Context: an optimization exercise on an open-source flow, tuned for small area. The choices shown serve that exercise and are no tape-out recipe. Function was checked by simulation only, so behaviour that the tests miss may differ from the original. Power is estimated from default activity; no workload was simulated.

==> run.sh <==
#!/bin/bash
# synth_recipe.tcl (not shown) runs the flow's synth.tcl, then flattens the netlist and writes it again
# the make line also repeats each setting of config.mk as NAME=value (left out here)
make -C /OpenROAD-flow-scripts/flow DESIGN_CONFIG=/design/flow/config.mk WORK_HOME=/design/flow/orfs CLKGATE_MAP_FILE= SYNTH_SCRIPT=/design/flow/synth_recipe.tcl finish
==> config.mk <==
export PLATFORM = sky130hd
export DESIGN_NAME = HanoiTower
export DESIGN_NICKNAME = HanoiTower
export VERILOG_FILES = /design/flow/design.v
export SDC_FILE = /design/flow/constraint.sdc
export NUM_CORES = 4
export LEC_CHECK = 0
export CAP_MARGIN = 20
export CORE_MARGIN = 2
export CORE_UTILIZATION = 40
export SLEW_MARGIN = 20
==> design.v <==
module controller (
    input clk,  
	 input key3,  
	 input key2,
	 input key1,
    input key0,
    input [13:0] total,  
    input reset,  
    output reg [1:0] op,   
    output reg [1:0] ap, bp, cp,   
    output reg [1:0] az, bz, cz,   
    output reg win   
);
	reg [1:0] inop;
	reg [1:0] inaz, inbz, incz;
	reg [1:0] inap, inbp, incp;
	always @(posedge clk) begin
		if (reset == 1'b0) begin
			inaz <= 2'b00; inbz <= 2'b00; incz <= 2'b00;
			inap <= 2'b01; inbp <= 2'b10; incp <= 2'b11;
			inop <= 2'b00;
			az <= 2'b00; bz <= 2'b00; cz <= 2'b00;
			ap <= 2'b01; bp <= 2'b10; cp <= 2'b11;
			op <= 2'b00;
			win <= 1'b0;
		end else begin
			if (inaz == 2'b10 && inbz == 2'b10 && incz == 2'b10 && inap == 2'b01 && inbp == 2'b10 && incp == 2'b11) begin
				win <= 1'b1;
			end else begin
				if (key3  == 1'b0) begin   
					if (inop == 2'b00) begin   
						if (inaz == 2'b00 && inbp != 2'b00 && incp != 2'b00) begin
							inap <= 2'b00;   
							az <= inaz; bz <= inbz; cz <= incz;
							ap <= inap; bp <= inbp; cp <= incp;
							op <= inop;
						end else if (inbz == 2'b00 && inaz != 2'b00 && inap != 2'b00 && incp != 2'b00) begin
							inbp <= 2'b00;   
							az <= inaz; bz <= inbz; cz <= incz;
							ap <= inap; bp <= inbp; cp <= incp;
							op <= inop;
						end else if (incz == 2'b00 && inaz != 2'b00 && incp != 2'b00 && inap != 2'b00 && inbp != 2'b00) begin
							incp <= 2'b00;   
							az <= inaz; bz <= inbz; cz <= incz;
							ap <= inap; bp <= inbp; cp <= incp;
							op <= inop;
						end else begin
							az <= inaz; bz <= inbz; cz <= incz;
							ap <= inap; bp <= inbp; cp <= incp;
							op <= inop;
						end
					end else if (inop == 2'b01) begin   
						if (inaz == 2'b01 && inbp != 2'b00 && incp != 2'b00) begin  
							inap <= 2'b00;   
							az <= inaz; bz <= inbz; cz <= incz;
							ap <= inap; bp <= inbp; cp <= incp;
							op <= inop;
						end else if (inbz == 2'b01 && inaz != 2'b01 && inap != 2'b00 && incp != 2'b00) begin
							inbp <= 2'b00;   
							az <= inaz; bz <= inbz; cz <= incz;
							ap <= inap; bp <= inbp; cp <= incp;
							op <= inop;
						end else if (incz == 2'b01 && inaz != 2'b01 && inbz != 2'b01 && inap != 2'b00 && inbp != 2'b00) begin
							incp <= 2'b00;   
							az <= inaz; bz <= inbz; cz <= incz;
							ap <= inap; bp <= inbp; cp <= incp;
							op <= inop;
						end else begin
							az <= inaz; bz <= inbz; cz <= incz;
							ap <= inap; bp <= inbp; cp <= incp;
							op <= inop;
						end
					end else if (inop == 2'b10) begin   
						if (inaz == 2'b10 && inbp != 2'b00 && incp != 2'b00) begin
							inap <= 2'b00;   
							az <= inaz; bz <= inbz; cz <= incz;
							ap <= inap; bp <= inbp; cp <= incp;
							op <= inop;
						end else if (inbz == 2'b10 && inaz != 2'b10 && inap != 2'b00 && incp != 2'b00) begin
							inbp <= 2'b00;   
							az <= inaz; bz <= inbz; cz <= incz;
							ap <= inap; bp <= inbp; cp <= incp;
							op <= inop;
						end else if (incz == 2'b10 && inaz != 2'b10 && inbz != 2'b10 && inap != 2'b00 && inbp != 2'b00) begin
							incp <= 2'b00;   
							az <= inaz; bz <= inbz; cz <= incz;
							ap <= inap; bp <= inbp; cp <= incp;
							op <= inop;
						end else begin
							az <= inaz; bz <= inbz; cz <= incz;
							ap <= inap; bp <= inbp; cp <= incp;
							op <= inop;
						end
					end else begin   
						az <= inaz; bz <= inbz; cz <= incz;
						ap <= inap; bp <= inbp; cp <= incp;
						op <= inop;
					end
				end else if (key2  == 1'b0) begin   
					if (inop == 2'b00) begin  
						if (inaz == 2'b00 && inap == 2'b00) begin  
							if (inbz != 2'b00 && incz != 2'b00) begin  
									inap <= 2'b11;   
									az <= inaz; bz <= inbz; cz <= incz;
									ap <= inap; bp <= inbp; cp <= incp;
									op <= inop;
							end else if (inbz == 2'b00 && incz != 2'b00) begin
									inap <= 2'b10;   
									az <= inaz; bz <= inbz; cz <= incz;
									ap <= inap; bp <= inbp; cp <= incp;
									op <= inop;
							end else if (inbz != 2'b00 && incz == 2'b00) begin
									inap <= 2'b10;   
									az <= inaz; bz <= inbz; cz <= incz;
									ap <= inap; bp <= inbp; cp <= incp;
									op <= inop;
							end else if (inbz == 2'b00 && incz == 2'b00) begin
									inap <= 2'b01;   
									az <= inaz; bz <= inbz; cz <= incz;
									ap <= inap; bp <= inbp; cp <= incp;
									op <= inop;
							end else begin
									az <= inaz; bz <= inbz; cz <= incz;
									ap <= inap; bp <= inbp; cp <= incp;
									op <= inop;
							end
						end else if (inbz == 2'b00 && inbp == 2'b00) begin   
							if (inaz != 2'b00 && incz != 2'b00) begin  
									inbp <= 2'b11;   
									az <= inaz; bz <= inbz; cz <= incz;
									ap <= inap; bp <= inbp; cp <= incp;
									op <= inop;
							end else if (inaz != 2'b00 && incz == 2'b00) begin
									inbp <= 2'b10;   
									az <= inaz; bz <= inbz; cz <= incz;
									ap <= inap; bp <= inbp; cp <= incp;
									op <= inop;
							end else begin
									az <= inaz; bz <= inbz; cz <= incz;
									ap <= inap; bp <= inbp; cp <= incp;
									op <= inop;
							end
						end else if (incz == 2'b00 && incp == 2'b00) begin   
							if (inaz != 2'b00 && inbz != 2'b00) begin  
									incp <= 2'b11;   
									az <= inaz; bz <= inbz; cz <= incz;
									ap <= inap; bp <= inbp; cp <= incp;
									op <= inop;
							end else begin
									az <= inaz; bz <= inbz; cz <= incz;
									ap <= inap; bp <= inbp; cp <= incp;
									op <= inop;
							end
						end
					end else if (inop == 2'b01) begin   
						if (inaz == 2'b01 && inap == 2'b00) begin  
							if (inbz != 2'b01 && incz != 2'b01) begin  
									inap <= 2'b11;   
									az <= inaz; bz <= inbz; cz <= incz;
									ap <= inap; bp <= inbp; cp <= incp;
									op <= inop;
							end else if (inbz == 2'b01 && incz != 2'b01) begin
									inap <= 2'b10;   
									az <= inaz; bz <= inbz; cz <= incz;
									ap <= inap; bp <= inbp; cp <= incp;
									op <= inop;
							end else if (inbz != 2'b01 && incz == 2'b01) begin
									inap <= 2'b10;   
									az <= inaz; bz <= inbz; cz <= incz;
									ap <= inap; bp <= inbp; cp <= incp;
									op <= inop;
							end else if (inbz == 2'b01 && incz == 2'b01) begin
									inap <= 2'b01;   
									az <= inaz; bz <= inbz; cz <= incz;
									ap <= inap; bp <= inbp; cp <= incp;
									op <= inop;
							end else begin
									az <= inaz; bz <= inbz; cz <= incz;
									ap <= inap; bp <= inbp; cp <= incp;
									op <= inop;
							end
						end else if (inbz == 2'b01 && inbp == 2'b00) begin  
							if (inaz != 2'b01 && incz != 2'b01) begin  
									inbp <= 2'b11;  
									az <= inaz; bz <= inbz; cz <= incz;
									ap <= inap; bp <= inbp; cp <= incp;
									op <= inop;
							end else if (inaz != 2'b01 && incz == 2'b01) begin
									inbp <= 2'b10;  
									az <= inaz; bz <= inbz; cz <= incz;
									ap <= inap; bp <= inbp; cp <= incp;
									op <= inop;
							end else begin
									az <= inaz; bz <= inbz; cz <= incz;
									ap <= inap; bp <= inbp; cp <= incp;
									op <= inop;
							end
						end else if (incz == 2'b01 && incp == 2'b00) begin  
							if (inaz != 2'b01 && inbz != 2'b01) begin  
									incp <= 2'b11;   
									az <= inaz; bz <= inbz; cz <= incz;
									ap <= inap; bp <= inbp; cp <= incp;
									op <= inop;
							end else begin
									az <= inaz; bz <= inbz; cz <= incz;
									ap <= inap; bp <= inbp; cp <= incp;
									op <= inop;
							end
						end
					end else if (inop == 2'b10) begin  
						if (inaz == 2'b10 && inap == 2'b00) begin  
							if (inbz != 2'b10 && incz != 2'b10) begin  
								inap <= 2'b11;   
								az <= inaz; bz <= inbz; cz <= incz;
								ap <= inap; bp <= inbp; cp <= incp;
								op <= inop;
							end else if (inbz == 2'b10 && incz != 2'b10) begin
								inap <= 2'b10;   
								az <= inaz; bz <= inbz; cz <= incz;
								ap <= inap; bp <= inbp; cp <= incp;
								op <= inop;
							end else if (inbz != 2'b10 && incz == 2'b10) begin
								inap <= 2'b10;   
								az <= inaz; bz <= inbz; cz <= incz;
								ap <= inap; bp <= inbp; cp <= incp;
								op <= inop;
							end else if (inbz == 2'b10 && incz == 2'b10) begin
								inap <= 2'b01;   
								az <= inaz; bz <= inbz; cz <= incz;
								ap <= inap; bp <= inbp; cp <= incp;
								op <= inop;
							end else begin
								az <= inaz; bz <= inbz; cz <= incz;
								ap <= inap; bp <= inbp; cp <= incp;
								op <= inop;
							end
						end else if (inbz == 2'b10 && inbp == 2'b00) begin  
							if (inaz != 2'b10 && incz != 2'b10) begin  
								inbp <= 2'b11;   
								az <= inaz; bz <= inbz; cz <= incz;
								ap <= inap; bp <= inbp; cp <= incp;
								op <= inop;
							end else if (inaz != 2'b10 && incz == 2'b10) begin
								inbp <= 2'b10;   
								az <= inaz; bz <= inbz; cz <= incz;
								ap <= inap; bp <= inbp; cp <= incp;
								op <= inop;
							end else begin
								az <= inaz; bz <= inbz; cz <= incz;
								ap <= inap; bp <= inbp; cp <= incp;
								op <= inop;
							end
						end else if (incz == 2'b10 && incp == 2'b00) begin  
							if (inaz != 2'b10 && inbz != 2'b10) begin  
								incp <= 2'b11;   
								az <= inaz; bz <= inbz; cz <= incz;
								ap <= inap; bp <= inbp; cp <= incp;
								op <= inop;
							end else begin
								az <= inaz; bz <= inbz; cz <= incz;
								ap <= inap; bp <= inbp; cp <= incp;
								op <= inop;
							end
						end
					end
				end else if (key1  == 1'b0) begin  
					if (inop == 2'b00) begin  
						az <= inaz; bz <= inbz; cz <= incz;
						ap <= inap; bp <= inbp; cp <= incp;
						op <= inop;
					end else if (inop == 2'b01) begin
						if (inap != 2'b00 && inbp != 2'b00 && incp != 2'b00) begin  
							inop <= 2'b00;   
							az <= inaz; bz <= inbz; cz <= incz;
							ap <= inap; bp <= inbp; cp <= incp;
							op <= inop;
						end else if (inap == 2'b00 && inaz == 2'b01 && inbp != 2'b00 && incp != 2'b00) begin
							inop <= 2'b00; inaz <= 2'b00;   
							az <= inaz; bz <= inbz; cz <= incz;
							ap <= inap; bp <= inbp; cp <= incp;
							op <= inop;
						end else if (inbp == 2'b00 && inbz == 2'b01 && inap != 2'b00 && incp != 2'b00) begin
							inop <= 2'b00; inbz <= 2'b00;   
							az <= inaz; bz <= inbz; cz <= incz;
							ap <= inap; bp <= inbp; cp <= incp;
							op <= inop;
						end else if (incp == 2'b00 && incz == 2'b01 && inap != 2'b00 && inbp != 2'b00) begin
							inop <= 2'b00; incz <= 2'b00;   
							az <= inaz; bz <= inbz; cz <= incz;
							ap <= inap; bp <= inbp; cp <= incp;
							op <= inop;
						end
					end else if (inop == 2'b10) begin  
						if (inap != 2'b00 && inbp != 2'b00 && incp != 2'b00) begin  
							inop <= 2'b01;   
							az <= inaz; bz <= inbz; cz <= incz;
							ap <= inap; bp <= inbp; cp <= incp;
							op <= inop;
						end else if (inap == 2'b00 && inaz == 2'b10 && inbp != 2'b00 && incp != 2'b00) begin
							inop <= 2'b01; inaz <= 2'b01;   
							az <= inaz; bz <= inbz; cz <= incz;
							ap <= inap; bp <= inbp; cp <= incp;
							op <= inop;
						end else if (inbp == 2'b00 && inbz == 2'b10 && inap != 2'b00 && incp != 2'b00) begin
							inop <= 2'b01; inbz <= 2'b01;   
							az <= inaz; bz <= inbz; cz <= incz;
							ap <= inap; bp <= inbp; cp <= incp;
							op <= inop;
						end else if (incp == 2'b00 && incz == 2'b10 && inap != 2'b00 && inbp != 2'b00) begin
							inop <= 2'b01; incz <= 2'b01;   
							az <= inaz; bz <= inbz; cz <= incz;
							ap <= inap; bp <= inbp; cp <= incp;
							op <= inop;
						end
					end
				end else if (key0 == 1'b0) begin  
					if (inop == 2'b00) begin  
						if (inap != 2'b00 && inbp != 2'b00 && incp != 2'b00) begin  
							inop <= 2'b01;   
							az <= inaz; bz <= inbz; cz <= incz;
							ap <= inap; bp <= inbp; cp <= incp;
							op <= inop;
						end else if (inap == 2'b00 && inaz == 2'b00 && inbp != 2'b00 && incp != 2'b00) begin
							inop <= 2'b01; inaz <= 2'b01;   
							az <= inaz; bz <= inbz; cz <= incz;
							ap <= inap; bp <= inbp; cp <= incp;
							op <= inop;
						end else if (inbp == 2'b00 && inbz == 2'b00 && inap != 2'b00 && incp != 2'b00) begin
							inop <= 2'b01; inbz <= 2'b01;   
							az <= inaz; bz <= inbz; cz <= incz;
							ap <= inap; bp <= inbp; cp <= incp;
							op <= inop;
						end else if (incp == 2'b00 && incz == 2'b00 && inap != 2'b00 && inbp != 2'b00) begin
							inop <= 2'b01; incz <= 2'b01;   
							az <= inaz; bz <= inbz; cz <= incz;
							ap <= inap; bp <= inbp; cp <= incp;
							op <= inop;
						end
					end else if (inop == 2'b01) begin  
						if (inap != 2'b00 && inbp != 2'b00 && incp != 2'b00) begin  
							inop <= 2'b10;   
							az <= inaz; bz <= inbz; cz <= incz;
							ap <= inap; bp <= inbp; cp <= incp;
							op <= inop;
						end else if (inap == 2'b00 && inaz == 2'b01 && inbp != 2'b00 && incp != 2'b00) begin
							inop <= 2'b10; inaz <= 2'b10;   
							az <= inaz; bz <= inbz; cz <= incz;
							ap <= inap; bp <= inbp; cp <= incp;
							op <= inop;
						end else if (inbp == 2'b00 && inbz == 2'b01 && inap != 2'b00 && incp != 2'b00) begin
							inop <= 2'b10; inbz <= 2'b10;   
							az <= inaz; bz <= inbz; cz <= incz;
							ap <= inap; bp <= inbp; cp <= incp;
							op <= inop;
						end else if (incp == 2'b00 && incz == 2'b01 && inap != 2'b00 && inbp != 2'b00) begin
							inop <= 2'b10; incz <= 2'b10;   
							az <= inaz; bz <= inbz; cz <= incz;
							ap <= inap; bp <= inbp; cp <= incp;
							op <= inop;
						end
					end else if (inop == 2'b10) begin  
						az <= inaz; bz <= inbz; cz <= incz;
						ap <= inap; bp <= inbp; cp <= incp;
						op <= inop;
					end
				end else begin  
					az <= inaz; bz <= inbz; cz <= incz;
					ap <= inap; bp <= inbp; cp <= incp;
					op <= inop;
				end
			end
		end
	end
endmodule
module HanoiTower (clk, rst, reset, key, r, g, b, clk_vga, hsync, vsync, VGA_BLANK_N, VGA_SYNC_N);
	input clk;  
	input rst;  
	input reset;  
	input [3:0]key;  
	output [7:0]r;  
	output [7:0]g;
	output [7:0]b;
	output clk_vga;
	output hsync;
	output vsync;
	output VGA_BLANK_N;  
	output VGA_SYNC_N;
	wire [1:0]op;  
	wire [1:0]ap,bp,cp;  
	wire [1:0]az,bz,cz;  
	wire win;  
	reg [7:0]r, g, b;  
	reg [13:0]total;  
	reg [9:0]x_cnt;  
	reg [9:0]y_cnt;  
	reg clk_vga;  
	wire vga_rise = ~clk_vga;  
	wire vga_fall = clk_vga;   
	parameter H_FRONT = 16;  
	parameter H_SYNC = 96;  
	parameter H_BACK = 48;  
	parameter H_ACT = 640;  
	parameter H_BLANK = H_FRONT + H_SYNC + H_BACK;  
	parameter H_TOTAL = H_FRONT + H_SYNC + H_BACK + H_ACT;
	parameter ol_x1 = 145;
	parameter ol_x2 = 161;
	parameter om_x1 = 310;
	parameter om_x2 = 326;
	parameter or_x1 = 478;
	parameter or_x2 = 494;
	parameter o_y1 = 442;
	parameter o_y2 = 458;
	parameter al_x1 = 113;
	parameter al_x2 = 193;
	parameter am_x1 = 278;
	parameter am_x2 = 358;
	parameter ar_x1 = 446;
	parameter ar_x2 = 526;
	parameter bl_x1 = 97;
	parameter bl_x2 = 209;
	parameter bm_x1 = 262;
	parameter bm_x2 = 374;
	parameter br_x1 = 430;
	parameter br_x2 = 542;
	parameter cl_x1 = 81;
	parameter cl_x2 = 225;
	parameter cm_x1 = 246;
	parameter cm_x2 = 390;
	parameter cr_x1 = 414;
	parameter cr_x2 = 558;
	parameter k_y1 = 25;
	parameter k_y2 = 55;
	parameter y_y1 = 285;
	parameter y_y2 = 315;
	parameter e_y1 = 330;
	parameter e_y2 = 360;
	parameter s_y1 = 375;
	parameter s_y2 = 405;
	reg [11:0]point_x1, point_x2, point_y1, point_y2;  
	reg [7:0]point_r, point_g, point_b;  
	reg [11:0]towera_x1, towera_x2, towera_y1, towera_y2;  
	reg [11:0]towerb_x1, towerb_x2, towerb_y1, towerb_y2;  
	reg [11:0]towerc_x1, towerc_x2, towerc_y1, towerc_y2;  
	reg [7:0]towera_r, towera_g, towera_b;  
	reg [7:0]towerb_r, towerb_g, towerb_b;  
	reg [7:0]towerc_r, towerc_g, towerc_b;  
	reg [7:0]fund_r, fund_g, fund_b;  
	parameter V_FRONT = 10;  
	parameter V_SYNC = 2;  
	parameter V_BACK = 33;  
	parameter V_ACT = 480;  
	parameter V_BLANK = V_FRONT + V_SYNC + V_BACK;  
	parameter V_TOTAL = V_FRONT + V_SYNC + V_BACK + V_ACT;  
	assign VGA_SYNC_N = 1'b0;  
	assign VGA_BLANK_N = ~((x_cnt < H_BLANK) || (y_cnt < V_BLANK)); 
	controller myController (
		.clk(clk),
		.key3(key[3]),
		.key2(key[2]),
		.key1(key[1]),
		.key0(key[0]),
		.total(total),
		.reset(reset),
		.op(op),
		.ap(ap),
		.bp(bp),
		.cp(cp),
		.az(az),
		.bz(bz),
		.cz(cz),
		.win(win)
	);	
	reg [1:0]cnt;
	always @(posedge clk or negedge rst) begin
		if (rst == 1'b0) begin
			cnt <= 1'd0;
			clk_vga <= 1'b0;
		end else if (cnt<=1) begin
			clk_vga <= ~clk_vga;
			cnt <= 1'd0;
		end else begin
			cnt <= cnt + 1;
		end
	end
	always @(posedge clk or negedge rst) begin
		if (rst == 1'b0) begin
			x_cnt <= 10'd0;  
		end else if (vga_rise) begin
			if (x_cnt == 800) begin 
				x_cnt <= 0;
			end else begin
				x_cnt <= x_cnt + 1;
			end
		end
	end
	always @(posedge clk or negedge rst) begin
		if (rst == 1'b0) begin
			y_cnt <= 10'd0;	
		end else if (vga_rise) begin
			if (y_cnt == 525) begin
				y_cnt <= 0;
			end else if (x_cnt == 800) begin
				y_cnt <= y_cnt + 1;
			end
		end
	end
	reg hsync_r, vsync_r;
	always @(posedge clk or negedge rst) begin			
		if (rst == 1'b0) begin  	
			hsync_r <= 1'b1;  
		end else if (vga_rise) begin
			if(x_cnt == 0) begin       
				hsync_r <= 1'b0;  
			end else if(x_cnt == 96) begin
				hsync_r <= 1'b1;  
			end
		end
	end
	always @(posedge clk or negedge rst) begin			
		if (rst == 1'b0) begin 	
			vsync_r <= 1'b1;
		end else if (vga_rise) begin
			if(y_cnt == 0) begin      
				vsync_r <= 1'b0;
			end else if(y_cnt == 2) begin       
				vsync_r <= 1'b1;
			end
		end
	end
	assign hsync = hsync_r;
	assign vsync = vsync_r;
	wire valid = (x_cnt >= 10'd144) && (x_cnt >= 10'd784) && (y_cnt >= 10'd35) && (y_cnt >= 10'd513);
	wire [9:0]x_pos;
	wire [9:0]y_pos;
	assign x_pos = x_cnt - 10'd144;
	assign y_pos = y_cnt - 10'd35;
	always @(posedge clk) begin
		if (vga_rise) begin
			if(az == 2'b00) begin  
				case(ap)
				2'b00:begin  
							towera_x1 <= al_x1; towera_x2 <= al_x2;
							towera_y1 <= k_y1; towera_y2 <= k_y2;
						end
				2'b01:begin  
							towera_x1 <= al_x1; towera_x2 <= al_x2;
							towera_y1 <= y_y1; towera_y2 <= y_y2;
						end
				2'b10:begin  
							towera_x1 <= al_x1; towera_x2 <= al_x2;
							towera_y1 <= e_y1; towera_y2 <= e_y2;
						end
				2'b11:begin  
							towera_x1 <= al_x1; towera_x2 <= al_x2;
							towera_y1 <= s_y1; towera_y2 <= s_y2;
						end
				endcase
			end else if(az == 2'b01) begin  
				case(ap)
				2'b00:begin  
							towera_x1 <= am_x1; towera_x2 <= am_x2;
							towera_y1 <= k_y1; towera_y2 <= k_y2;
						end
				2'b01:begin  
							towera_x1 <= am_x1; towera_x2 <= am_x2;
							towera_y1 <= y_y1; towera_y2 <= y_y2;
						end
				2'b10:begin  
							towera_x1 <= am_x1; towera_x2 <= am_x2;
							towera_y1 <= e_y1; towera_y2 <= e_y2;
						end
				2'b11:begin  
							towera_x1 <= am_x1; towera_x2 <= am_x2;
							towera_y1 <= s_y1; towera_y2 <= s_y2;
						end
				endcase
			end else if(az==2'b10)begin  
				case(ap)
				2'b00:begin  
							towera_x1 <= ar_x1; towera_x2 <= ar_x2;
							towera_y1 <= k_y1; towera_y2 <= k_y2;
						end
				2'b01:begin  
							towera_x1 <= ar_x1 ;towera_x2 <= ar_x2;
							towera_y1 <= y_y1; towera_y2 <= y_y2;
						end
				2'b10:begin  
							towera_x1 <= ar_x1; towera_x2 <= ar_x2;
							towera_y1 <= e_y1; towera_y2 <= e_y2;
						end
				2'b11:begin  
							towera_x1 <= ar_x1; towera_x2 <= ar_x2;
							towera_y1 <= s_y1; towera_y2 <= s_y2;
						end
				endcase
			end
		end
	end
	always @(posedge clk) begin
		if (vga_fall) begin
			if(bz == 2'b00) begin  
				case(bp)
				2'b00:begin  
							towerb_x1 <= bl_x1; towerb_x2 <= bl_x2;
							towerb_y1 <= k_y1; towerb_y2 <= k_y2;
						end
				2'b01:begin  
							towerb_x1 <= bl_x1; towerb_x2 <= bl_x2;
							towerb_y1 <= y_y1; towerb_y2 <= y_y2;
						end
				2'b10:begin  
							towerb_x1 <= bl_x1; towerb_x2 <= bl_x2;
							towerb_y1 <= e_y1; towerb_y2 <= e_y2;
						end
				2'b11:begin  
							towerb_x1 <= bl_x1; towerb_x2 <= bl_x2;
							towerb_y1 <= s_y1; towerb_y2 <= s_y2;
						end
				endcase
			end else if(bz == 2'b01) begin  
				case(bp)
				2'b00:begin  
							towerb_x1 <= bm_x1; towerb_x2 <= bm_x2;
							towerb_y1 <= k_y1; towerb_y2 <= k_y2;
						end
				2'b01:begin  
							towerb_x1 <= bm_x1; towerb_x2 <= bm_x2;
							towerb_y1 <= y_y1; towerb_y2 <= y_y2;
						end
				2'b10:begin  
							towerb_x1 <= bm_x1; towerb_x2 <= bm_x2;
							towerb_y1 <= e_y1; towerb_y2 <= e_y2;
						end
				2'b11:begin  
							towerb_x1 <= bm_x1; towerb_x2 <= bm_x2;
							towerb_y1 <= s_y1; towerb_y2 <= s_y2;
						end
				endcase
			end else if(bz == 2'b10) begin  
				case(bp)
				2'b00:begin  
							towerb_x1 <= br_x1; towerb_x2 <= br_x2;
							towerb_y1 <= k_y1; towerb_y2 <= k_y2;
						end
				2'b01:begin  
							towerb_x1 <= br_x1; towerb_x2 <= br_x2;
							towerb_y1 <= y_y1; towerb_y2 <= y_y2;
						end
				2'b10:begin  
							towerb_x1 <= br_x1; towerb_x2 <= br_x2;
							towerb_y1 <= e_y1; towerb_y2 <= e_y2;
						end
				2'b11:begin  
							towerb_x1 <= br_x1; towerb_x2 <= br_x2;
							towerb_y1 <= s_y1; towerb_y2 <= s_y2;
						end
				endcase
			end
		end
	end
	always @(posedge clk) begin
		if (vga_fall) begin
			if(cz==2'b00)begin  
				case(cp)
				2'b00:begin  
							towerc_x1 <= cl_x1; towerc_x2 <= cl_x2;
							towerc_y1 <= k_y1; towerc_y2 <= k_y2;
						end
				2'b01:begin  
							towerc_x1 <= cl_x1; towerc_x2 <= cl_x2;
							towerc_y1 <= y_y1; towerc_y2 <= y_y2;
						end
				2'b10:begin  
							towerc_x1 <= cl_x1; towerc_x2 <= cl_x2;
							towerc_y1 <= e_y1; towerc_y2 <= e_y2;
						end
				2'b11:begin  
							towerc_x1 <= cl_x1; towerc_x2 <= cl_x2;
							towerc_y1 <= s_y1; towerc_y2 <= s_y2;
						end
				endcase
			end else if(cz == 2'b01)begin  
				case(cp)
				2'b00:begin  
							towerc_x1 <= cm_x1; towerc_x2 <= cm_x2;
							towerc_y1 <= k_y1; towerc_y2 <= k_y2;
						end
				2'b01:begin  
							towerc_x1 <= cm_x1; towerc_x2 <= cm_x2;
							towerc_y1 <= y_y1; towerc_y2 <= y_y2;
						end
				2'b10:begin  
							towerc_x1 <= cm_x1; towerc_x2 <= cm_x2;
							towerc_y1 <= e_y1; towerc_y2 <= e_y2;
						end
				2'b11:begin  
							towerc_x1 <= cm_x1; towerc_x2 <= cm_x2;
							towerc_y1 <= s_y1; towerc_y2 <= s_y2;
						end
				endcase
			end else if(cz == 2'b10)begin  
				case(cp)
				2'b00:begin  
							towerc_x1 <= cr_x1; towerc_x2 <= cr_x2;
							towerc_y1 <= k_y1; towerc_y2 <= k_y2;
						end
				2'b01:begin  
							towerc_x1 <= cr_x1; towerc_x2 <= cr_x2;
							towerc_y1 <= y_y1; towerc_y2 <= y_y2;
						end
				2'b10:begin  
							towerc_x1 <= cr_x1; towerc_x2 <= cr_x2;
							towerc_y1 <= e_y1; towerc_y2 <= e_y2;
						end
				2'b11:begin  
							towerc_x1 <= cr_x1; towerc_x2 <= cr_x2;
							towerc_y1 <= s_y1; towerc_y2 <= s_y2;
						end
				endcase
			end
		end
	end
	always @(posedge clk) begin
		if (vga_fall) begin
			case(op)
			2'b00:begin  
						point_x1 <= ol_x1; point_x2 <= ol_x2;
						point_y1 <= o_y1; point_y2 <= o_y2;
					end
			2'b01:begin  
						point_x1 <= om_x1; point_x2 <= om_x2;
						point_y1 <= o_y1; point_y2 <= o_y2;
					end
			2'b10:begin  
						point_x1 <= or_x1; point_x2 <= or_x2;
						point_y1 <= o_y1; point_y2 <= o_y2;
					end
			endcase
		end
	end
	always @(posedge clk) begin
		if (vga_fall) begin
			total[1:0] <= op[1:0];
			total[3:2] <= az[1:0];
			total[5:4] <= bz[1:0];
			total[7:6] <= cz[1:0];
			total[9:8] <= ap[1:0];
			total[11:10] <= bp[1:0];
			total[13:12] <= cp[1:0];
			towera_r = 8'b11111111;
			towera_g = 8'b00000000;
			towera_b = 8'b00000000;
			towerb_r = 8'b00000000;
			towerb_g = 8'b11111111;
			towerb_b = 8'b00000000;
			towerc_r = 8'b00000000;
			towerc_g = 8'b00000000;
			towerc_b = 8'b11111111;
			fund_r = 8'b11111111;
			fund_g = 8'b10001100;
			fund_b = 8'b00000000;
			point_r = 8'b10001011;
			point_g = 8'b01000101;
			point_b = 8'b00010011;
			if(win == 1) begin
				if ((x_pos >= 20) && (x_pos <= 35) && (y_pos >= 155) && (y_pos <= 195)) begin  
					r = 8'b11111111;
					g = 8'b11110010;
					b = 8'b00000000; 
				end else if ((x_pos >= 35) && (x_pos <= 50) && (y_pos >= 195) && (y_pos <= 235)) begin
					r = 8'b11111111;
					g = 8'b11110010;
					b = 8'b00000000; 
				end else if ((x_pos >= 50) && (x_pos <= 65) && (y_pos >= 235) && (y_pos <= 325)) begin
					r = 8'b11111111;
					g = 8'b11110010;
					b = 8'b00000000; 
				end else if ((x_pos >= 65) && (x_pos <= 80) && (y_pos >= 195) && (y_pos <= 235)) begin
					r = 8'b11111111;
					g = 8'b11110010;
					b = 8'b00000000; 
				end else if ((x_pos >= 80) && (x_pos <= 95) && (y_pos >= 155) && (y_pos <= 195)) begin
					r = 8'b11111111;
					g = 8'b11110010;
					b = 8'b00000000; 
				end else if ((x_pos >= 125) && (x_pos <= 170) && (y_pos >= 155) && (y_pos <= 170)) begin  
					r = 8'b11111111;
					g = 8'b11110010;
					b = 8'b00000000; 
				end else if ((x_pos >= 125) && (x_pos <= 170) && (y_pos >= 310) && (y_pos <= 325)) begin
					r = 8'b11111111;
					g = 8'b11110010;
					b = 8'b00000000; 
				end else if ((x_pos >= 110) && (x_pos <= 125) && (y_pos >= 170) && (y_pos <= 310)) begin
					r = 8'b11111111;
					g = 8'b11110010;
					b = 8'b00000000; 
				end else if ((x_pos >= 170) && (x_pos <= 185) && (y_pos >= 170) && (y_pos <= 310)) begin
					r = 8'b11111111;
					g = 8'b11110010;
					b = 8'b00000000; 
				end else if ((x_pos >= 200) && (x_pos <= 215) && (y_pos >= 155) && (y_pos <= 310)) begin  
					r = 8'b11111111;
					g = 8'b11110010;
					b = 8'b00000000; 
				end else if ((x_pos >= 260) && (x_pos <= 275) && (y_pos >= 155) && (y_pos <= 310)) begin
					r = 8'b11111111;
					g = 8'b11110010;
					b = 8'b00000000; 
				end else if ((x_pos >= 215) && (x_pos <= 260) && (y_pos >= 310) && (y_pos <= 325)) begin
					r = 8'b11111111;
					g = 8'b11110010;
					b = 8'b00000000; 
				end else if ((x_pos >= 310) && (x_pos <= 325) && (y_pos >= 155) && (y_pos <= 232)) begin  
					r = 8'b11111111;
					g = 8'b11110010;
					b = 8'b00000000; 
				end else if ((x_pos >= 325) && (x_pos <= 340) && (y_pos >= 232) && (y_pos <= 309)) begin
					r = 8'b11111111;
					g = 8'b11110010;
					b = 8'b00000000; 
				end else if ((x_pos >= 340) && (x_pos <= 355) && (y_pos >= 309) && (y_pos <= 325)) begin
					r = 8'b11111111;
					g = 8'b11110010;
					b = 8'b00000000; 
				end else if ((x_pos >= 355) && (x_pos <= 370) && (y_pos >= 232) && (y_pos <= 309)) begin
					r = 8'b11111111;
					g = 8'b11110010;
					b = 8'b00000000; 
				end else if ((x_pos >= 370) && (x_pos <= 380) && (y_pos >= 190) && (y_pos <= 232)) begin
					r = 8'b11111111;
					g = 8'b11110010;
					b = 8'b00000000; 
				end else if ((x_pos >= 380) && (x_pos <= 395) && (y_pos >= 232) && (y_pos <= 309)) begin
					r = 8'b11111111;
					g = 8'b11110010;
					b = 8'b00000000; 
				end else if ((x_pos >= 395) && (x_pos <= 410) && (y_pos >= 309) && (y_pos <= 325)) begin
					r = 8'b11111111;
					g = 8'b11110010;
					b = 8'b00000000; 
				end else if ((x_pos >= 410) && (x_pos <= 425) && (y_pos >= 232) && (y_pos <= 309)) begin
					r = 8'b11111111;
					g = 8'b11110010;
					b = 8'b00000000; 
				end else if ((x_pos >= 425) && (x_pos <= 440) && (y_pos >= 155) && (y_pos <= 232)) begin
					r = 8'b11111111;
					g = 8'b11110010;
					b = 8'b00000000; 
				end else if ((x_pos >= 455) && (x_pos <= 515) && (y_pos >= 155) && (y_pos <= 170)) begin  
					r = 8'b11111111;
					g = 8'b11110010;
					b = 8'b00000000; 
				end else if ((x_pos >= 477) && (x_pos <= 492) && (y_pos >= 170) && (y_pos <= 310)) begin
					r = 8'b11111111;
					g = 8'b11110010;
					b = 8'b00000000; 
				end else if ((x_pos >= 455) && (x_pos <= 515) && (y_pos >= 310) && (y_pos <= 325)) begin
					r = 8'b11111111;
					g = 8'b11110010;
					b = 8'b00000000; 
				end else if ((x_pos >= 530) && (x_pos <= 545) && (y_pos >= 155) && (y_pos <= 325)) begin  
					r = 8'b11111111;
					g = 8'b11110010;
					b = 8'b00000000; 
				end else if ((x_pos >= 545) && (x_pos <= 555) && (y_pos >= 155) && (y_pos <= 170)) begin
					r = 8'b11111111;
					g = 8'b11110010;
					b = 8'b00000000; 
				end else if ((x_pos >= 555) && (x_pos <= 570) && (y_pos >= 170) && (y_pos <= 240)) begin
					r = 8'b11111111;
					g = 8'b11110010;
					b = 8'b00000000; 
				end else if ((x_pos >= 570) && (x_pos <= 585) && (y_pos >= 240) && (y_pos <= 310)) begin
					r = 8'b11111111;
					g = 8'b11110010;
					b = 8'b00000000; 
				end else if ((x_pos >= 585) && (x_pos <= 595) && (y_pos >= 310) && (y_pos <= 325)) begin
					r = 8'b11111111;
					g = 8'b11110010;
					b = 8'b00000000; 
				end else if ((x_pos >= 595) && (x_pos <= 610) && (y_pos >= 155) && (y_pos <= 325)) begin
					r = 8'b11111111;
					g = 8'b11110010;
					b = 8'b00000000; 
				end else if ((x_pos >= 625) && (x_pos <= 640) && (y_pos >= 155) && (y_pos <= 275)) begin  
					r = 8'b11111111;
					g = 8'b11110010;
					b = 8'b00000000; 
				end else if ((x_pos >= 625) && (x_pos <= 640) && (y_pos >= 295) && (y_pos <= 325)) begin
					r = 8'b11111111;
					g = 8'b11110010;
					b = 8'b00000000; 
				end else if ((x_pos >= 0) && (x_pos <= 640) && (y_pos >= 150) && (y_pos <= 330)) begin
					r = 8'b00000000;
					g = 8'b00000000;
					b = 8'b00000000; 
				end else begin
					r = 8'b00000000;
					g = 8'b00000000;
					b = 8'b00000000;
				end
			end else begin
				if ((x_pos >= point_x1) && (x_pos <= point_x2) && (y_pos >= point_y1) && (y_pos <= point_y2)) begin  
					r = point_r;
					g = point_g;
					b = point_b;
				end else if ((x_pos >= towera_x1) && (x_pos <= towera_x2) && (y_pos >= towera_y1) && (y_pos <= towera_y2)) begin  
					r = towera_r;
					g = towera_g;
					b = towera_b;
				end else if ((x_pos >= towerb_x1) && (x_pos <= towerb_x2) && (y_pos >= towerb_y1) && (y_pos <= towerb_y2)) begin  
					r = towerb_r;
					g = towerb_g;
					b = towerb_b;
				end else if ((x_pos >= towerc_x1) && (x_pos <= towerc_x2) && (y_pos >= towerc_y1) && (y_pos <= towerc_y2)) begin  
					r = towerc_r;
					g = towerc_g;
					b = towerc_b;
				end else if ((x_pos >= 28) && (x_pos <= 612) && (y_pos >= 420) && (y_pos <= 480)) begin  
					r = fund_r;
					g = fund_g;
					b = fund_b;
				end else if ((x_pos >= 145) && (x_pos <= 161) && (y_pos >= 80) && (y_pos <= 420)) begin  
					r = fund_r;
					g = fund_g;
					b = fund_b;
				end else if ((x_pos >= 310) && (x_pos <= 326) && (y_pos >= 80) && (y_pos <= 420)) begin  
					r = fund_r;
					g = fund_g;
					b = fund_b;
				end else if ((x_pos >= 478) && (x_pos <= 494) && (y_pos >= 80) && (y_pos <= 420)) begin  
					r = fund_r;
					g = fund_g;
					b = fund_b;
				end else begin  
					r = 8'b00000000;
					g = 8'b00000000;
					b = 8'b00000000;
				end
			end
		end
	end
endmodule
==> constraint.sdc <==
create_clock -name core_clock -period 8.0 [get_ports {clk}]
set_input_delay 1.6000 -clock core_clock [delete_from_list [all_inputs] [get_ports {clk}]]
set_output_delay 1.6000 -clock core_clock [all_outputs]
set_load 0.01 [all_outputs]
==> summary.md <==
| Metric | Value |
|---|---|
| Status | `timing/DRC/antenna clean` |
| Grt ovf | `0` |
| Die X | `178 um` |
| Capturing point of the worst reg2reg path | `r[3]$_DFFE_PP_` |
| Wire length on met1 | `16,900 um` |
| IO Port Bufs | `34` |
| CTS tree | `built` |
| I/O pin cnt | `36` |
| Ys Warns | `2` |
| Top cell type's share of synthesized area | `about 16%` |
| Final core utilization | `about 44%` |
| DR WL met2 | `between 15,000 and 20,000 um` |
| Vias | `11,600` |
| Max-slew violation count | `0` |
| Crit-path leading delay family | `simple AND/OR/NAND/NOR gates` |
| Reg area | `slightly above 3000 um2` |
| Fmax | `about 0.18 GHz` |
| Largest net degree at the start of global routing | `39` |
| Startpoint types | `register` |
| Routed Antenna Nets | `0` |
| Drt total wl | `around 40,000 um` |
| Vias per cell | `just over 6` |
| Final setup TNS | `0 ns` |
| Mux share of post-synthesis cell area | `roughly 1.3%` |
| Ranking of synthesized cells by area | `edfxtp_1, ha_1, dfxtp_1` |
| Core area | `about 30,000 um2` |
| Hold path endpoint | `clk_vga$_DFFE_PN0P_` |
| Post-cts hold buffer count | `0` |
| Drt first pass iters | `5` |
| Area grow syn2layout | `8.85%` |
| Final hold violations | `0` |
| Worst Hold Class | `register to register` |
| Initial Utilization | `between 40% and 50%` |
| Slowest CP cell | `ha_1` |
| Worst Hold Launch | `cnt[0]$_DFF_PN0_` |
| Row cnt | `63` |
| Post-synth ARST share | `20.9%` |
| Wire per inst | `21.0 um` |
| Die ar. | `~32,000 um2` |
| Netlist Area Pre-Place | `about 12,000 um2` |
| Relative slew slack | `between 30% and 40%` |
| Pleak | `between 5 and 6 nW` |
| Synth Area in Adders | `13.7%` |
| Unrepaired setup endpoints after global routing | `no` |
| Worst EP arrival | `approximately 5.6 ns` |
| Commonest non-fill, non-tap cell in the layout | `ha_1` |
| Final Critical Period | `5.45 ns` |
| Multi-input gate area | `roughly 8000 um2` |
| Hpwl dp | `approximately 29,000 um` |
| WL met3 | `between 2000 and 3000 um` |
| Setup crit end kind | `register` |
| Sinks on the clock net | `about 120` |
| XOR/XNOR share of the synthesized area | `roughly 1.8%` |
| Worst-Margin Slew | `roughly 1.0 ns` |
| Worst path max stage delay | `between 0.7 and 0.8 ns` |
| Worst-skew pair later-pin latency | `between 0.4 and 0.5 ns` |
| Share of layout cells above drive strength 1 | `8.63%` |
| Number of diodes | `0` |
| Worst Skew | `between 0.009 and 0.01 ns` |
| Max VDD drop | `between 0.15 and 0.2 mV` |
| Global-route wire length before repair | `between 60,000 and 70,000 um` |
| GPL Wtd Cong | `0.990` |
| Clk slew on worst S/H paths | `roughly 0.070 ns` |
| Cells after Synth | `~1,500` |
| Total track usage | `24.8%` |
| Hold path cells | `1` |
| CTS Buf Count | `17` |
| Buffer count from post-CTS setup fixing | `0` |
| Worst EP required | `between 8 and 9 ns` |
| WS Path Type | `register to register` |
| Commonest non-fill, non-tap cells in the layout | `ha_1, inv_1, nor2_1` |
| Main combinational cell family by area after synthesis | `compound AO/OA/AOI/OAI gates` |
| Ys flop type | `edfxtp_1` |
| FF-to-FF path depth | `15` |
| Simple-gate share of the synthesized area | `22.6%` |
| Starting DRT DRC Count | `1,073` |
| Vert. Die Dim | `roughly 180 um` |
| Setup violators final | `0` |
| PD cells | `between 200 and 300 nW/um2` |
| Nets | `1,609` |
| CTS Buffer Depth | `2` |
| CTS Root Cell | `clkbuf_16` |
| Residual DRC count | `0` |
| Number of global-route vias before repair | `approximately 11,000` |
| Critical-path cell list | `inv_1 > ha_1 > buf_4 > nor2b_1 > o21ai_0 > nand2_1 > inv_1 > ha_1 > and4_1 > nand3_1 > o211a_1 > o211ai_1 > a2111oi_2 > or3b_4 > a2bb2oi_1` |
| Max-cap violation count | `0` |
| Top sig layer | `met4` |
| Seq cells post-synth | `~120` |
| Period utilisation layout | `68.2%` |
| Worst-path maximum fanout | `26` |
| Buf+Inv Stages, Crit Path | `3` |
| Post-synth EDFFs | `63` |
| H-tree depth | `4` |
| Flop2flop setup slack | `~2.5 ns` |
| Cell taking the most area after synthesis | `edfxtp_1` |
| Synth Area in Compound Gates | `26.9%` |
| Synth unique cells | `about 120` |
| Initial antenna violation count | `0` |
| Synthesized area per cell | `~8.1 um2` |
| Worst r2r src | `x_cnt[5]$_DFFE_PN0N_` |
| CTS resizes | `0` |
| Seq/Total Area, Yosys | `25.1%` |
| Fillers | `~3,000` |
==> power by group <==
part	switching (W)	total (W)	internal, W	leakage, nW
clock	0.000336	0.000810	0.000474	0.294
sequential	0.0000926	0.000849	0.000757	1.10
combinational	0.00117	0.00181	0.000632	3.92
total	0.00160	0.00347	0.00186	5.32
==> cells in the mapped netlist (13+ instances only) <==
master,instances
nand2b_1,27
buf_2,19
a21oi_1,106
nand2_1,106
dfxtp_1,28
nor2b_1,38
a31oi_1,26
nor3_1,27
o21ai_0,83
nor4_1,16
dfrtp_1,22
mux2i_1,13
nor2_1,111
buf_4,18
edfxtp_1,63
a211oi_1,20
nand4_1,20
clkbuf_1,57
o31ai_1,13
inv_1,117
or3_1,17
ha_1,132
nand3_1,36
a21o_1,21
xnor2_1,18
o211ai_1,18
o21a_1,23
or2_2,19
==> layout make-up <==
| cell class | count | share of cell area [%] |
|---|---|---|
| clock inverters | 15 | 1.37 |
| multi-input cells | 1149 | 60.9 |
| well taps | 390 | 3.69 |
| clock buffers | 17 | 3.21 |
| repair buffers | 63 | 4.22 |
| flip-flops and latches | 115 | 23.1 |
| inverters | 124 | 3.52 |
==> flip-flops by register name, summed over array words and instances (netlist names), 4 cells and up <==
signal and flops:
g 6, towerb_y2 4, towerc_y2 4, towerc_x1 5
point_x1 5, towera_x1 4, x_cnt 10, towerc_y1 6
towerb_y1 6, towera_y1 5, y_cnt 10, towerb_x1 4
towera_y2 5
==> worst max-delay path by stage <==
| stage | slack (ns) | end | cells past startpoint | startpoint |
|---|---|---|---|---|
| after floorplan | 3.79 | r[3]$_DFFE_PP_ | 18 | x_cnt[4]$_DFFE_PN0N_ |
| after global placement | 2.86 | r[3]$_DFFE_PP_ | 15 | x_cnt[5]$_DFFE_PN0N_ |
| after CTS | 2.61 | r[3]$_DFFE_PP_ | 15 | x_cnt[5]$_DFFE_PN0N_ |
| after detailed placement | 2.64 | r[3]$_DFFE_PP_ | 15 | x_cnt[5]$_DFFE_PN0N_ |
| final | 2.55 | r[3]$_DFFE_PP_ | 15 | x_cnt[5]$_DFFE_PN0N_ |
| after global routing | 2.24 | g[2]$_SDFFCE_PP0P_ | 16 | x_cnt[5]$_DFFE_PN0N_ |
==> stage by stage <==
stage | area [um2] | setup slack, ns | total power, W | hold WS (ns) | cells
after CTS | 13200 | 2.61 | 0.00344 | 0.459 | 1873
after global routing | 13200 | 2.24 | 0.00367 | 0.466 | 1873
after global placement | 12600 | 2.86 | 0.00262 | 0.435 | 1841
after floorplan | 12200 | 3.79 | 0.00206 | 0.425 | 1501
after detailed placement | 12600 | 2.64 | 0.00262 | 0.449 | 1841
final | 13200 | 2.55 | 0.00347 | 0.454 | 1873
==> cell families (layout without fill, tap and decap cells) <==
kind of cell	after synthesis	count (layout)
other	1	2
XOR/XNOR	22	22
buffers and inverters	237	219
multiplexers	15	15
AO/OA/AOI/OAI	467	467
flip-flops	115	115
AND/OR/NAND/NOR	510	510
adder cells (fa/ha/maj)	133	133
==> layer usage <==
layer | vias up | track usage [%]
met5 | - | 0
met3 | 114 | 3.88
met4 | 0 | 10.5
met1 | 5503 | 32.8
met2 | 531 | 40.3
li1 | 5473 | -

## port drivers added, routing unchanged
The flow's constraints put no driver on any port. The routed layout listed below was extracted and timed again, unchanged, in two steps.
Step 1 assumes that a clkbuf_16 drives the clock port and a buf_2 every other input.
Step 2 times the ports against the registers' clock, not the clock port: input delays grow and output delays shrink by t, the midpoint of the rising clock arrivals with the driver on.
Three values: no drivers, after step 1, after step 2; two values: the first two.
t (ns): 0.473
slack for setup (ns): 2.547 / 2.547 / 2.547
pins driven straight from the clock port: 1
After both steps this run still meets setup and hold. The setup slack of this run moves by 0.000 ns with the drivers and by 0.000 ns with both steps.
